What follows belongs to an exercise in optimizing a design on an open flow for small area and a short achievable clock period; a production flow would make more cautious choices. In this exercise RTL edits were held to simulation tests only and were not proved equivalent to the original.

[design/flow/flow/run.sh]
#!/bin/bash
# The standard layout with two changes:
# - synthesis is the standard flow's own script, but ABC maps with flow/map.abc: ORFS's
#   area script without its buffering pass (placement removes those buffers);
# - the port buffers are buf_4 on inputs and buf_1 on outputs instead of
#   ORFS's default delay cells (flow/port_buffers.tcl).
set -euo pipefail
here=$(pwd)
{ head -n 1 synth_recipe.tcl; cat flow/abc_wrap.tcl; tail -n +2 synth_recipe.tcl; } > my_synth.tcl
sed "s#SYNTH_SCRIPT=[^ ]*#SYNTH_SCRIPT=$here/my_synth.tcl#" standard.sh > my_standard.sh
grep -q "SYNTH_SCRIPT=$here/my_synth.tcl" my_standard.sh
export FLOW_ABC_SCRIPT="$here/flow/map.abc"
export BUFFER_PORTS_ARGS="-buffer_cell sky130_fd_sc_hd__buf_2"
export PRE_RESIZE_TCL="$here/flow/port_buffers.tcl"
bash my_standard.sh > "$here/standard_flow.log" 2>&1
[design/flow/flow/abc_wrap.tcl]
# ABC runs with this flow's mapping script (flow/map.abc) in place of ORFS's
# abc_area.script; everything else is the standard flow's own synthesis script.
proc abc {args} {
  set i [lsearch $args -script]
  if {$i >= 0} { lset args [expr {$i + 1}] $::env(FLOW_ABC_SCRIPT) }
  yosys abc {*}$args
}
[design/flow/flow/map.abc]
strash
dch
map -B 0.9
topo
stime -c
upsize -c
dnsize -c
[design/flow/flow/port_buffers.tcl]
# Runs before repair_design. buffer_ports put a buf_2 on every port: input
# port buffers drive the operands' large fanout, so make them buf_4; output
# port buffers drive only the port, so make them buf_1.
set n_in 0
set n_out 0
foreach inst [get_cells input*] {
  if {[get_property $inst ref_name] == "sky130_fd_sc_hd__buf_2"} {
    replace_cell $inst sky130_fd_sc_hd__buf_4
    incr n_in
  }
}
foreach inst [get_cells output*] {
  if {[get_property $inst ref_name] == "sky130_fd_sc_hd__buf_2"} {
    replace_cell $inst sky130_fd_sc_hd__buf_1
    incr n_out
  }
}
puts "port_buffers.tcl: $n_in input port buffers made buf_4, $n_out output port buffers made buf_1"
[design/flow/standard.sh]
#!/bin/bash
# synth_recipe.tcl (not shown) runs the flow's synth.tcl, then flattens the netlist and writes it again
# the make line also repeats each setting of config.mk as NAME=value (left out here)
make -C /OpenROAD-flow-scripts/flow DESIGN_CONFIG=/design/flow/config.mk WORK_HOME=/design/flow/orfs CLKGATE_MAP_FILE= SYNTH_SCRIPT=/design/flow/synth_recipe.tcl "${@:-finish}"
[design/flow/config.mk]
export PLATFORM = sky130hd
export DESIGN_NAME = ALU_TOP
export DESIGN_NICKNAME = ALU_TOP
export VERILOG_FILES = /design/flow/design.v
export SDC_FILE = /design/flow/constraint.sdc
export NUM_CORES = 4
export LEC_CHECK = 0
export ABC_AREA = 1
export CAP_MARGIN = 70
export CORE_MARGIN = 2
export CORE_UTILIZATION = 70
export CTS_BUF_LIST = sky130_fd_sc_hd__clkbuf_8
export PLACE_DENSITY = 0.85
export SLEW_MARGIN = 70
[design/flow/constraint.sdc]
create_clock -name core_clock -period 106.0 [get_ports {CLK}]
set_input_delay 21.2000 -clock core_clock [delete_from_list [all_inputs] [get_ports {CLK}]]
set_output_delay 21.2000 -clock core_clock [all_outputs]
set_load 0.01 [all_outputs]
[design/flow/design.v]
module Decoder (
input  wire [1:0] IN ,
output wire [3:0] OUT
);
assign OUT = 4'b0001 << IN;
endmodule
module ARITHMETIC_UNIT (
input  wire [15:0] A ,
input  wire [15:0] B ,
input  wire [3:0]  ALU_FUNC ,
input  wire        Arith_enable ,
input  wire        CMP_enable ,
output reg  [31:0] Arith_OUT ,
output wire [1:0]  CMP_OUT
);
wire sub = ALU_FUNC[0] | ALU_FUNC[3];
wire [15:0] s;
wire        co;
ADDSUB16 u_add (.A(A), .B(B), .sub(sub), .S(s), .CO(co));
CMP_UNIT u_cmp (.ge(co), .zero(~|s), .ALU_FUNC(ALU_FUNC[1:0]),
                .CMP_enable(CMP_enable), .CMP_OUT(CMP_OUT));
wire [31:0] p;
MUL16 u_mul (.A(A), .B(B), .P(p));
wire [15:0] q;
DIV16 u_div (.A(A), .B(B), .Q(q));
always @(*) begin
  Arith_OUT = 32'b0;
  if (Arith_enable)
    case (ALU_FUNC[1:0])
      2'b00: Arith_OUT = {15'b0, co, s};
      2'b01: Arith_OUT = {{16{~co}}, s};
      2'b10: Arith_OUT = p;
      default: Arith_OUT = {16'b0, q};
    endcase
end
endmodule
module ADDSUB16 (
input  wire [15:0] A ,
input  wire [15:0] B ,
input  wire        sub ,
output wire [15:0] S ,
output wire        CO
);
wire [15:0] b = B ^ {16{sub}};
wire [16:0] c;
assign c[0] = sub;
genvar j;
generate for (j = 0; j < 16; j = j + 1) begin : g_bit
  assign S[j]   = A[j] ^ b[j] ^ c[j];
  assign c[j+1] = (A[j] & b[j]) | (A[j] & c[j]) | (b[j] & c[j]);
end endgenerate
assign CO = c[16];
endmodule
module DIV16 (
input  wire [15:0] A ,
input  wire [15:0] B ,
output wire [15:0] Q
);
function automatic [5:0] topq (input [5:0] x);
  case (x)
    6'd0: topq = 6'd56;
    6'd1: topq = 6'd0;
    6'd2: topq = 6'd0;
    6'd3: topq = 6'd0;
    6'd4: topq = 6'd0;
    6'd5: topq = 6'd0;
    6'd6: topq = 6'd0;
    6'd7: topq = 6'd0;
    6'd8: topq = 6'd57;
    6'd9: topq = 6'd8;
    6'd10: topq = 6'd1;
    6'd11: topq = 6'd1;
    6'd12: topq = 6'd1;
    6'd13: topq = 6'd1;
    6'd14: topq = 6'd1;
    6'd15: topq = 6'd1;
    6'd16: topq = 6'd58;
    6'd17: topq = 6'd16;
    6'd18: topq = 6'd8;
    6'd19: topq = 6'd2;
    6'd20: topq = 6'd2;
    6'd21: topq = 6'd2;
    6'd22: topq = 6'd2;
    6'd23: topq = 6'd2;
    6'd24: topq = 6'd59;
    6'd25: topq = 6'd24;
    6'd26: topq = 6'd9;
    6'd27: topq = 6'd8;
    6'd28: topq = 6'd3;
    6'd29: topq = 6'd3;
    6'd30: topq = 6'd3;
    6'd31: topq = 6'd3;
    6'd32: topq = 6'd60;
    6'd33: topq = 6'd32;
    6'd34: topq = 6'd16;
    6'd35: topq = 6'd9;
    6'd36: topq = 6'd8;
    6'd37: topq = 6'd4;
    6'd38: topq = 6'd4;
    6'd39: topq = 6'd4;
    6'd40: topq = 6'd61;
    6'd41: topq = 6'd40;
    6'd42: topq = 6'd17;
    6'd43: topq = 6'd10;
    6'd44: topq = 6'd9;
    6'd45: topq = 6'd8;
    6'd46: topq = 6'd5;
    6'd47: topq = 6'd5;
    6'd48: topq = 6'd62;
    6'd49: topq = 6'd48;
    6'd50: topq = 6'd24;
    6'd51: topq = 6'd16;
    6'd52: topq = 6'd10;
    6'd53: topq = 6'd9;
    6'd54: topq = 6'd8;
    6'd55: topq = 6'd6;
    6'd56: topq = 6'd63;
    6'd57: topq = 6'd56;
    6'd58: topq = 6'd25;
    6'd59: topq = 6'd17;
    6'd60: topq = 6'd11;
    6'd61: topq = 6'd10;
    6'd62: topq = 6'd9;
    6'd63: topq = 6'd8;
    default: topq = 6'd0;
  endcase
endfunction
wire [16:0] bz;
assign bz[16] = 1'b1;
genvar i, j;
generate for (j = 15; j >= 1; j = j - 1) begin : g_bz
  assign bz[j] = bz[j+1] & ~B[j];
end endgenerate
assign bz[0] = 1'b0;
wire [15:0] nb = ~B;
wire [15:0] rem [0:16];
wire [5:0] tq = topq({A[15:13], B[2:0]});
assign Q[15:13] = bz[3] ? tq[5:3] : 3'd0;
assign rem[13] = {13'b0, bz[3] ? tq[2:0] : A[15:13]};
generate for (i = 12; i >= 2; i = i - 1) begin : g_row
  localparam W = 16 - i;
  wire [15:0] tw = {rem[i+1][14:0], A[i]};
  wire [W-1:0] t = tw[W-1:0];
  reg  [W-1:0] g, p, d;
  reg  [W:0]   c;
  integer k, s;
  always @(*) begin
    p = t | nb[W-1:0];
    g = t & nb[W-1:0];
    g[0] = p[0];                   
    g[W-1] = g[W-1] & bz[W];
    p[W-1] = p[W-1] & bz[W];
    for (s = 1; s < W; s = s * 2)
      for (k = 0; k < W; k = k + 1)
        if ((k & s) != 0) begin
          g[k] = g[k] | (p[k] & g[(k & ~(2*s-1)) + s - 1]);
          p[k] = p[k] & p[(k & ~(2*s-1)) + s - 1];
        end
    c = {g, 1'b1};                 
    d = B[W-1:0] ~^ c[W-1:0];
  end
  assign Q[i] = c[W];
  if (W < 16) begin : g_r
    assign rem[i] = {{(16-W){1'b0}}, t ^ ({W{Q[i]}} & d)};
  end else begin : g_r
    assign rem[i] = 16'b0;
  end
end endgenerate
wire [15:0] T = {rem[2][13:0], A[1:0]};
wire [17:0] b1 = {2'b00, B};
wire [17:0] b2 = {1'b0, B, 1'b0};
wire [17:0] b3;
wire [17:0] b3c;
assign b3[0]  = B[0];
assign b3c[0] = 1'b0;
generate for (j = 1; j < 18; j = j + 1) begin : g_b3
  assign {b3c[j], b3[j]} = b1[j] + b2[j] + b3c[j-1];
end endgenerate
wire ge1, ge2, ge3;
GE18 u_ge1 (.X({2'b00, T}), .Y(b1), .GE(ge1));
GE18 u_ge2 (.X({2'b00, T}), .Y(b2), .GE(ge2));
GE18 u_ge3 (.X({2'b00, T}), .Y(b3), .GE(ge3));
assign Q[1] = ge2;
assign Q[0] = ge3 | (ge1 & ~ge2);
endmodule
module GE18 (
input  wire [17:0] X ,
input  wire [17:0] Y ,
output wire        GE
);
reg [17:0] g, p;
integer k, s;
always @(*) begin
  p = X | ~Y;
  g = X & ~Y;
  g[0] = p[0];                     
  for (s = 1; s < 18; s = s * 2)
    for (k = 0; k < 18; k = k + 1)
      if ((k & s) != 0) begin
        g[k] = g[k] | (p[k] & g[(k & ~(2*s-1)) + s - 1]);
        p[k] = p[k] & p[(k & ~(2*s-1)) + s - 1];
      end
end
assign GE = g[17];
endmodule
module MUL16 (
input  wire [15:0] A ,
input  wire [15:0] B ,
output wire [31:0] P
);
wire [15:0] s [0:15];
wire [15:0] c [0:15];
assign s[0] = A & {16{B[0]}};
assign c[0] = 16'b0;
assign P[0] = s[0][0];
genvar j, k;
generate for (j = 1; j < 16; j = j + 1) begin : g_row
  for (k = 0; k < 16; k = k + 1) begin : g_cell
    wire x = A[k] & B[j];
    wire y = (k == 15) ? 1'b0 : s[j-1][(k == 15) ? 0 : k+1];
    wire z = c[j-1][k];
    assign {c[j][k], s[j][k]} = x + y + z;
  end
  assign P[j] = s[j][0];
end endgenerate
assign P[31:16] = {1'b0, s[15][15:1]} + c[15];
endmodule
module LOGIC_UNIT (
input  wire [15:0] A ,
input  wire [15:0] B ,
input  wire [1:0]  ALU_FUNC ,
input  wire        Logic_enable ,
output wire [15:0] Logic_OUT
);
wire [15:0] r = (ALU_FUNC[0] ? (A | B) : (A & B)) ^ {16{ALU_FUNC[1]}};
assign Logic_OUT = Logic_enable ? r : 16'b0;
endmodule
module SHIFT_UNIT (
input  wire [15:0] A ,
input  wire [15:0] B ,
input  wire [1:0]  ALU_FUNC ,
input  wire        Shift_enable ,
output wire [15:0] Shift_OUT
);
wire [15:0] x = ALU_FUNC[1] ? B : A;
wire [15:0] r = ALU_FUNC[0] ? {x[14:0], 1'b0} : {1'b0, x[15:1]};
assign Shift_OUT = Shift_enable ? r : 16'b0;
endmodule
module CMP_UNIT (
input  wire       ge ,
input  wire       zero ,
input  wire [1:0] ALU_FUNC ,
input  wire       CMP_enable ,
output wire [1:0] CMP_OUT
);
wire eq = zero;
wire lt = ~ge;
wire gt = ge & ~zero;
reg [1:0] r;
always @(*)
  case (ALU_FUNC)
    2'b00: r = 2'b00;
    2'b01: r = {1'b0, eq};
    2'b10: r = {gt, 1'b0};
    default: r = {lt, lt};
  endcase
assign CMP_OUT = CMP_enable ? r : 2'b00;
endmodule
module ALU_TOP
#( parameter OP_DATA_WIDTH = 16 ,
             Arith_OUT_WIDTH = OP_DATA_WIDTH + OP_DATA_WIDTH ,
             Logic_OUT_WIDTH = OP_DATA_WIDTH ,
             Shift_OUT_WIDTH = OP_DATA_WIDTH ,
             CMP_OUT_WIDTH = 3
)
(
input  wire [OP_DATA_WIDTH-1:0]    A   ,
input  wire [OP_DATA_WIDTH-1:0]    B   ,
input  wire [3:0]                  ALU_FUNC ,
input  wire                        CLK ,
input  wire                        RST ,
output reg  [Arith_OUT_WIDTH-1:0]  Arith_OUT,
output wire                        Carry_OUT,
output reg                         Arith_Flag,
output reg  [Logic_OUT_WIDTH-1:0]  Logic_OUT,
output reg                         Logic_Flag,
output reg  [Shift_OUT_WIDTH-1:0]  Shift_OUT,
output reg                         Shift_Flag,
output wire [CMP_OUT_WIDTH-1:0]    CMP_OUT,
output reg                         CMP_Flag
);
wire CMP_enable, Shift_enable, Logic_enable, Arith_enable;
Decoder U0 (
.IN(ALU_FUNC[3:2]),
.OUT({Shift_enable,CMP_enable,Logic_enable,Arith_enable})
);
wire [31:0] arith_d;
wire [15:0] logic_d, shift_d;
wire [1:0]  cmp_d;
ARITHMETIC_UNIT U0_ARITHMETIC_UNIT (
.A(A), .B(B), .ALU_FUNC(ALU_FUNC), .Arith_enable(Arith_enable),
.CMP_enable(CMP_enable), .Arith_OUT(arith_d), .CMP_OUT(cmp_d)
);
LOGIC_UNIT U0_LOGIC_UNIT (
.A(A), .B(B), .ALU_FUNC(ALU_FUNC[1:0]), .Logic_enable(Logic_enable),
.Logic_OUT(logic_d)
);
SHIFT_UNIT U0_SHIFT_UNIT (
.A(A), .B(B), .ALU_FUNC(ALU_FUNC[1:0]), .Shift_enable(Shift_enable),
.Shift_OUT(shift_d)
);
reg [1:0] cmp_q;
always @(posedge CLK or negedge RST)
  if (!RST) begin
    Arith_OUT  <= 32'b0;
    Arith_Flag <= 1'b0;
    Logic_OUT  <= 16'b0;
    Logic_Flag <= 1'b0;
    Shift_OUT  <= 16'b0;
    Shift_Flag <= 1'b0;
    cmp_q      <= 2'b0;
    CMP_Flag   <= 1'b0;
  end else begin
    Arith_OUT  <= arith_d;
    Arith_Flag <= Arith_enable;
    Logic_OUT  <= logic_d;
    Logic_Flag <= Logic_enable;
    Shift_OUT  <= shift_d;
    Shift_Flag <= Shift_enable;
    cmp_q      <= cmp_d;
    CMP_Flag   <= CMP_enable;
  end
assign Carry_OUT = Arith_OUT[16];
assign CMP_OUT = {1'b0, cmp_q};
endmodule
==> impl_metrics.tcl, run 1 <==
set metrics [dict create \
    status "finished clean" \
    route.detailed.drc 0 \
    num_rows 57 \
    yosys_warnings 6 \
    cp_slowest_cell "nor2_1" \
    slew_viol_final 0 \
    fin_crit_ps 34480 \
    synth_cell_types 54 \
    cp.arrival_ps 34740 \
    cp-start-kind "input port" \
    vias 18800 \
    syn_area_sq_um 17300 \
    tns_ps 0 \
    finalCritPeriodShare_pct 32.5 \
    finalHoldViolCount 0 \
    synth-main-ff-cell "dfrtp_1" \
    diodes 0 \
    grt_util_all_layers_pct 43.0 \
    overflow 0 \
    drt_first_pass_iters 6 \
    path_clk_slew_ps 100 \
    max_cap_violations 0 \
    clockRootBuffer "clkbuf_8" \
    cts_max_level 3 \
    layout_commonest_cell "nand2_1" \
    tightestPinTransition_ps 486 \
    fp.coreArea_sq_um 24300 \
    syn_to_final_growth_pct 8.45 \
    hpwl_um 41000 \
    vias_per_cell 6.09 \
    wl_per_cell_um 17.9 \
    synthArstFlopShare_pct 100 \
    die_w_um 161 \
    hold_class "in -> async" \
    fp.dieH_um 161 \
    layout.nets 3076 \
    netlist_instances 2619 \
    cts_tree "built" \
    hold_buffers 0 \
    path_class "in -> reg" \
    portBuffers 108 \
    cts.sinks 70 \
    antenna_found_initial 0 \
    place_ws_ps 71500 \
    crit_top_cell "nand2_1" \
    grt_start_max_net_pins 58 \
    ys_ff_latch 70 \
    rsz0062_at_grt "no" \
    crit_path_max_incr_delay_ps 400 \
    setup_viol 0 \
    cts-resized-gates 0 \
    final_cell_mix "nand2_1, nand3_1, clkinv_1" \
    pin_count 110 \
    crit_path_end_kind "register" \
    clock_path_buffers 2 \
    worst_slack_ps 71520 \
    synth_fp_nets 2937 \
    synth.avg_cell_area_sq_um 6.62 \
    first_iter_violations 2214 \
    fmax_mhz 29.0 \
    worstPathRequired_ps 106270 \
    gp_congestion 0.938 \
    grt_pass1_vias 18000 \
    worst-path-buf-inv 6 \
    wl_um 55200 \
    slew_headroom_pct 67.2 \
    numCtsBuffers 9 \
    grt_pass1_wl_um 88800 \
    path_delay_family "simple AND/OR/NAND/NOR gates" \
    final_layout_size_suffix_gt1_share_pct 7.89 \
    ys_seq_area_share_pct 10.1 \
    initial_core_util_pct 71.3 \
    crit_path_max_fanout 34 \
    ant_nets 0 \
    postCtsSetupBuffers 0 \
    cp.depth 116 \
    fp.dieArea_sq_um 26000 \
    synth_edf_count 0 \
]
[how the worst max path moves through the flow]
stage	startpoint	to	slack [ps]
final	B[11]	Arith_OUT[0]	71520
after global routing	B[11]	Arith_OUT[0]	69910
after CTS	B[11]	Arith_OUT[0]	71860
after detailed placement	B[11]	Arith_OUT[0]	71500
after global placement	B[1]	Arith_OUT[1]	71540
after floorplan	B[12]	Arith_OUT[0]	74160
[synthesized netlist by cell type (4+ instances only)]
cell type	instances	area (sq um)
nand3b_1	22	165
xor2_1	49	429
o22ai_1	17	106
o21bai_1	6	45.0
a221oi_1	10	87.6
nor2_2	8	50.1
nand2_4	16	180
nand2_1	974	3660
a21boi_1	4	30.0
o21ai_1	10	50.1
nand4_1	26	163
nand2_2	28	175
fa_1	240	4800
o21ai_0	72	360
ha_1	40	500
inv_2	38	143
inv_1	38	143
nand3_2	18	180
dfrtp_1	70	1750
a21oi_1	62	310
clkinv_1	300	1130
nor2_1	139	522
nand3_1	380	1900
[metal layers]
metal / wire length [um] / vias to the layer above / track usage (%)
met4: 2640 / 0 / 17.2
met5: 0 / - / 0
met2: 24800 / 1182 / 69.3
met1: 20600 / 8748 / 56.0
li1: - / 8627 / -
met3: 7090 / 247 / 10.7
[cells by family after synthesis]
logic type               share of synthesized area (%)
buffers and inverters                             8.82
XOR/XNOR                                          2.48
AND/OR/NAND/NOR                                   41.3
AO/OA/AOI/OAI                                     6.65
other                                           0.0216
flip-flops                                        10.1
adder cells (fa/ha/maj)                           30.6
[layout make-up]
type	instances	area [sq um]
Multi-Input combinational cell	2162	14100
Tap cell	324	405
Fill cell	1929	5520
Timing Repair Buffer	130	805
Sequential cell	70	1750
Inverter	385	1530
Clock inverter	7	105
Clock buffer	9	124
[sequential cells by signal, summed over array words and instances (netlist names)]
name	flops
Arith_Flag	1
cmp_q	2
Logic_OUT	16
Arith_OUT	32
Logic_Flag	1
CMP_Flag	1
Shift_OUT	16
Shift_Flag	1
[per-stage QoR]
step	utilization (%)	instance area (sq um)	hold WS, ps	instances
after CTS	77.2	18800	20620	3085
after global routing	77.3	18800	20610	3087
after global placement	75.7	18400	21360	3067
final	77.3	18800	20610	3087
after floorplan	-	17300	20900	2619
after detailed placement	76.2	18500	21040	3069
==> run 2: changes to the inputs <==
--- a/design/flow/design.v
+++ b/design/flow/design.v
@@ -138,5 +138,5 @@
 assign Q[15:13] = bz[3] ? tq[5:3] : 3'd0;
 assign rem[13] = {13'b0, bz[3] ? tq[2:0] : A[15:13]};
-generate for (i = 12; i >= 2; i = i - 1) begin : g_row
+generate for (i = 12; i >= 0; i = i - 1) begin : g_row
   localparam W = 16 - i;
   wire [15:0] tw = {rem[i+1][14:0], A[i]};
@@ -167,40 +167,4 @@
   end
 end endgenerate
-wire [15:0] T = {rem[2][13:0], A[1:0]};
-wire [17:0] b1 = {2'b00, B};
-wire [17:0] b2 = {1'b0, B, 1'b0};
-wire [17:0] b3;
-wire [17:0] b3c;
-assign b3[0]  = B[0];
-assign b3c[0] = 1'b0;
-generate for (j = 1; j < 18; j = j + 1) begin : g_b3
-  assign {b3c[j], b3[j]} = b1[j] + b2[j] + b3c[j-1];
-end endgenerate
-wire ge1, ge2, ge3;
-GE18 u_ge1 (.X({2'b00, T}), .Y(b1), .GE(ge1));
-GE18 u_ge2 (.X({2'b00, T}), .Y(b2), .GE(ge2));
-GE18 u_ge3 (.X({2'b00, T}), .Y(b3), .GE(ge3));
-assign Q[1] = ge2;
-assign Q[0] = ge3 | (ge1 & ~ge2);
-endmodule
-module GE18 (
-input  wire [17:0] X ,
-input  wire [17:0] Y ,
-output wire        GE
-);
-reg [17:0] g, p;
-integer k, s;
-always @(*) begin
-  p = X | ~Y;
-  g = X & ~Y;
-  g[0] = p[0];                     
-  for (s = 1; s < 18; s = s * 2)
-    for (k = 0; k < 18; k = k + 1)
-      if ((k & s) != 0) begin
-        g[k] = g[k] | (p[k] & g[(k & ~(2*s-1)) + s - 1]);
-        p[k] = p[k] & p[(k & ~(2*s-1)) + s - 1];
-      end
-end
-assign GE = g[17];
 endmodule
 module MUL16 (
==> run 2 against run 1 <==
Design area increased by 0.82%. Still clean. Synthesized cell count increased by 2.1%. Hold slack improved by 53 ps. Global-route usage increased by 0.38 points.
==> impl_metrics.tcl, run 2 <==
set metrics [dict create \
    status "finished clean" \
    finalHoldViolCount 0 \
    fin_crit_ps 34780 \
    synth.area.top_cells "fa_1, nand2_1, nand3_1, dfrtp_1, clkinv_1" \
    fp.dieH_um 162 \
    synth_cell_types 53 \
    grt_pass1_wl_um 90700 \
    synth_top_family_by_area "simple AND/OR/NAND/NOR gates" \
    cp.arrival_ps 35040 \
    yosys.cell_count.top_type "nand2_1" \
    layout.nets 3111 \
    drt_first_pass_iters 7 \
    synth-simple-area-share_pct 43.1 \
    final_cell_mix "nand2_1, nand3_1, clkinv_1" \
    route.detailed.drc 0 \
    diodes 0 \
    postCtsSetupBuffers 0 \
    setup_viol 0 \
    netlist_instances 2675 \
    wl_um 56000 \
    yosys-top-cells-count "nand2_1, nand3_1, clkinv_1" \
    numCtsBuffers 9 \
    synth.avg_cell_area_sq_um 6.57 \
    cp_slowest_cell "nand4_1" \
    synth-main-ff-cell "dfrtp_1" \
    pin_count 110 \
    cp-start-kind "input port" \
    crit_path_end_kind "register" \
    final_cells 3137 \
    path_clk_slew_ps 100 \
    hpwl_um 40900 \
    path_class "in -> reg" \
    vias 19100 \
    fp.dieArea_sq_um 26400 \
    cts.sinks 70 \
    crit_path_max_fanout 31 \
    num_rows 57 \
    reg_top3 "Arith_OUT x32, Logic_OUT x16, Shift_OUT x16" \
    tns_ps 0 \
    synth-compound-area-share_pct 6.74 \
    synthXorXnorAreaFrac_pct 2.39 \
    clock_path_buffers 2 \
    yosys_warnings 5 \
    synth_edf_count 0 \
    yosys.area_share.adder_pct 28.5 \
    synthArstFlopShare_pct 100 \
    slew_viol_final 0 \
    final_layout_size_suffix_gt1_share_pct 9.78 \
    first_iter_violations 2127 \
    wl_per_cell_um 17.8 \
    ys_seq_area_share_pct 9.97 \
    vias_per_cell 6.10 \
    cts-resized-gates 0 \
    cts_max_level 3 \
    gp_congestion 0.949 \
    syn_area_sq_um 17600 \
    dp_cells 3121 \
    die_w_um 162 \
    ys_ff_latch 70 \
    antenna_found_initial 0 \
    synth_top_area_share_pct 25.7 \
    largest_reg_flops 32 \
    crit_top_cell "nand2_1" \
    crit_path_max_incr_delay_ps 380 \
    fp.coreArea_sq_um 24500 \
    fmax_mhz 28.8 \
    syn_to_final_growth_pct 7.89 \
    rsz0062_at_grt "no" \
    yosysTopAreaCell "fa_1" \
    top_register "Arith_OUT" \
    layout_commonest_cell "nand2_1" \
    initial_core_util_pct 71.8 \
    clockRootBuffer "clkbuf_8" \
    portBuffers 108 \
    max_cap_violations 0 \
    ant_nets 0 \
    synth_fp_nets 2978 \
    grt_pass1_vias 18600 \
    grt_util_all_layers_pct 43.3 \
    synthMuxAreaShare_pct 0 \
    grt_start_max_net_pins 57 \
    hold_buffers 0 \
    cts_tree "built" \
    finalCritPeriodShare_pct 32.8 \
    worstPathRequired_ps 106260 \
    hold_class "in -> async" \
    overflow 0 \
]
[run 2: worst max-delay path by stage]
| stage | from | endpoint | slack, ps |
|---|---|---|---|
| 3_5_place_dp | B[12] | Arith_OUT[0] | 71230 |
| 3_3_place_gp | B[1] | Arith_OUT[0] | 71160 |
| 4_1_cts | B[12] | Arith_OUT[0] | 71530 |
| 6_report | B[12] | Arith_OUT[0] | 71220 |
| 2_1_floorplan | B[14] | Arith_OUT[0] | 73790 |
| 5_1_grt | B[1] | Arith_OUT[0] | 69820 |
[run 2: area by class of cell]
| type | count | area (sq um) |
|---|---|---|
| clock buffer | 9 | 124 |
| clock inverter | 7 | 103 |
| fill | 1933 | 5500 |
| inverter | 406 | 1620 |
| multi-input combinational | 2197 | 14200 |
| sequential | 70 | 1750 |
| tap | 324 | 405 |
| timing repair buffer | 124 | 732 |
[run 2: logic make-up after synthesis]
group,Yosys count
and+or+nand+nor,1677
adders and majority gates,265
DFF,70
AOI/OAI and AO/OA,206
buffers and inverters,408
other,1
xor gates and xnor gates,48
[run 2: layer usage]
metal	routed length [um]	global-route usage, %
met5	0	0
met3	7560	10.8
met4	2740	19.1
met1	20900	56.1
met2	24800	69.4
[run 2: per-stage QoR]
stage	util [%]	cell area (sq um)	hold WS (ps)	setup WS, ps
after floorplan	-	17600	20900	73790
after global placement	76.0	18600	21360	71160
after detailed placement	76.5	18700	21070	71230
final	77.5	19000	20660	71220
after global routing	77.5	19000	20670	69820
after CTS	77.4	18900	20660	71530
[run 2: worst max-delay path: cells and delay by family]
kind	cells	cell delay [ps]
AO/OA/AOI/OAI	2	280
buffers and inverters	5	640
AND/OR/NAND/NOR	114	12830
==> run 3: changes to the inputs <==
--- a/design/flow/flow/run.sh
+++ b/design/flow/flow/run.sh
@@ -2,5 +2,6 @@
 # The standard layout with two changes:
 # - synthesis is the standard flow's own script, but ABC maps with flow/map.abc: ORFS's
-#   area script without its buffering pass (placement removes those buffers);
+#   area script with an extra dc2 restructuring pass and without its
+#   buffering pass (placement removes those buffers);
 # - the port buffers are buf_4 on inputs and buf_1 on outputs instead of
 #   ORFS's default delay cells (flow/port_buffers.tcl).
==> design/flow/flow/map.abc (replaced) <==
strash
dc2
dch
map -B 0.9
topo
stime -c
upsize -c
dnsize -c
==> run 3 against run 2 <==
Utilization fell by 0.59 points. Highest routed layer is now met5. Flip-flop and latch count did not move. Still clean.
==> impl_metrics.tcl, run 3 <==
set metrics [dict create \
    crit_top_cell "nand2_1" \
    fin_area_sq_um 16100 \
    crit_path_max_fanout 20 \
    place_area_sq_um 15800 \
    reg_top3 "Arith_OUT x32, Logic_OUT x16, Shift_OUT x16" \
    route.detailed.drc 0 \
    path_clk_slew_ps 120 \
    pin_count 110 \
    crit_path_max_incr_delay_ps 340 \
    overflow 0 \
    synth_top_area_share_pct 30.7 \
    drt_first_pass_iters 8 \
    cts-resized-gates 0 \
    layout.nets 2404 \
    clockRootBuffer "clkbuf_8" \
    cp_slowest_cell "nor2_1" \
    gp_congestion 0.925 \
    cp-start-kind "input port" \
    status "finished clean" \
    tns_ps 0 \
    initial_core_util_pct 70.7 \
    cts_tree "built" \
    cts_max_level 3 \
    cts.sinks 70 \
    layout_commonest_cell "nand2_1" \
    yosys.cell_count.top_type "nand2_1" \
    fp.dieArea_sq_um 22300 \
    crit_path_start "B[14]" \
    final_util_pct 76.9 \
    postCtsSetupBuffers 0 \
    fmax_mhz 22.6 \
    crit_path_end_kind "register" \
    synthArstFlopShare_pct 100 \
    synth.avg_cell_area_sq_um 7.48 \
    tightestPinTransition_ps 500 \
    die_w_um 149 \
    cp.arrival_ps 44540 \
    max_cap_violations 0 \
    ys_ff_latch 70 \
    path_delay_family "simple AND/OR/NAND/NOR gates" \
    first_iter_violations 1374 \
    worst_slack_ps 61710 \
    grt_util_all_layers_pct 40.1 \
    yosys-top-cells-count "nand2_1, fa_1, clkinv_1" \
    netlist_instances 1974 \
    final_layout_size_suffix_gt1_share_pct 10.7 \
    top_register "Arith_OUT" \
    grt_use_met3_pct 8.90 \
    final_cell_mix "nand2_1, fa_1, clkinv_1, nand3_1, nor2_1" \
    top_usage_layer "met2" \
    use_met1_pct 55.3 \
    wl_per_cell_um 18.0 \
    grt_pass1_vias 14100 \
    ant_nets 0 \
    hold_buffers 0 \
    diodes 0 \
    grt_pass1_wl_um 69600 \
    largest_reg_flops 32 \
    use_met2_pct 61.7 \
    fp.dieH_um 149 \
    portBuffers 108 \
    clock_path_buffers 2 \
    worstPathRequired_ps 106260 \
    fin_crit_ps 44290 \
    syn_to_final_growth_pct 8.85 \
    fp.coreArea_sq_um 20900 \
    hpwl_um 31800 \
    path_class "in -> reg" \
    wl_um 42900 \
    finalHoldViolCount 0 \
    vias 14400 \
    synth-main-ff-cell "dfrtp_1" \
    setup_viol 0 \
    grt_start_max_net_pins 66 \
    hold_class "in -> async" \
    synth_fp_nets 2277 \
    synth_cell_types 49 \
    antenna_found_initial 1 \
    rsz0062_at_grt "no" \
    ys_seq_area_share_pct 11.9 \
    place_ws_ps 61900 \
    synth_edf_count 0 \
    num_rows 53 \
    syn_area_sq_um 14800 \
    yosysTopAreaCell "fa_1" \
    numCtsBuffers 9 \
    vias_per_cell 6.06 \
    worst-path-buf-inv 7 \
    slew_headroom_pct 66.3 \
    synth.area.top_cells "fa_1, nand2_1, dfrtp_1, nand3_1, clkinv_1" \
    slew_viol_final 0 \
    yosys_warnings 5 \
    finalCritPeriodShare_pct 41.8 \
]
-- run 3: changes by cell type in the layout (fill, tap and decap cells not counted), moves of 18 or more --
cell      before  now
nor2_1       124   91
nand2_1      992  651
inv_1         49   17
xor2_1        48   76
nand2_2       69   46
nand3b_1      18    0
nand3_1      361  197
clkinv_1     296  197
inv_2         42   23
nand4_1       38   17
xnor2_1        0   20
-- run 3: final timing paths --
kind,slack (ps),to,depth (start not counted)
setup / recovery,61710,Arith_OUT[0],218
hold / removal,20640,Logic_OUT[6],1
max in group asynchronous,84830,Arith_OUT[0],2
min in group core_clock,21020,CMP_Flag,2
-- run 3: routing by layer --
layer  routed length (um)  up-vias
met5                   16        -
met4                 1770        2
met3                 5650      166
met2                18600      932
met1                16900     6789
li1                     -     6543
-- run 3: cells by family after synthesis --
logic type | after synthesis | share of synthesized area, %
flops | 70 | 11.9
buf+inv | 257 | 7.54
xor+xnor | 99 | 5.98
compound gates | 201 | 7.98
other cells | 1 | 0.0254
fa+ha+maj | 265 | 34.0
simple gates | 1081 | 32.7
-- run 3: per-stage QoR --
stage | hold WS, ps | std cells
final | 20640 | 2381
after global routing | 20660 | 2381
after CTS | 20650 | 2380
after detailed placement | 21080 | 2364
after global placement | 21370 | 2363
after floorplan | 20900 | 1974
-- run 3: final cells by class --
| class | count | area, sq um |
|---|---|---|
| clock buffer | 10 | 138 |
| clock inverter | 6 | 116 |
| fill | 1608 | 4820 |
| inverter | 255 | 1100 |
| multi-input combinational | 1647 | 11900 |
| sequential | 70 | 1750 |
| tap | 275 | 344 |
| timing repair buffer | 118 | 674 |

==> port drivers added, routing unchanged <==
No port has a modelled driver above. Below, the same layouts with a new extraction and two added sets of constraints. Step 1 assumes that a clkbuf_16 drives the clock port and a buf_2 every other input. Step 2 also shifts input and output timing later by t, the mid clock arrival at the registers, as if the neighbouring blocks saw the same clock. a / b / c = no drivers / after step 1 / after step 2; a / b = the first two.
run | t (ns) | slack for setup (ns) | slew at the worst register clock pin (ns)
run 1 | 0.429 | 71.524 / 71.536 / 71.107 | 0.10 / 0.10
run 2 | 0.420 | 71.218 / 71.227 / 70.806 | 0.10 / 0.10
run 3 | 0.431 | 61.712 / 61.728 / 61.297 | 0.12 / 0.12
After both steps every run listed still meets setup and hold. For run 1, which loses most, drivers alone change the setup slack by +0.012 ns; drivers and shift together by -0.417 ns.
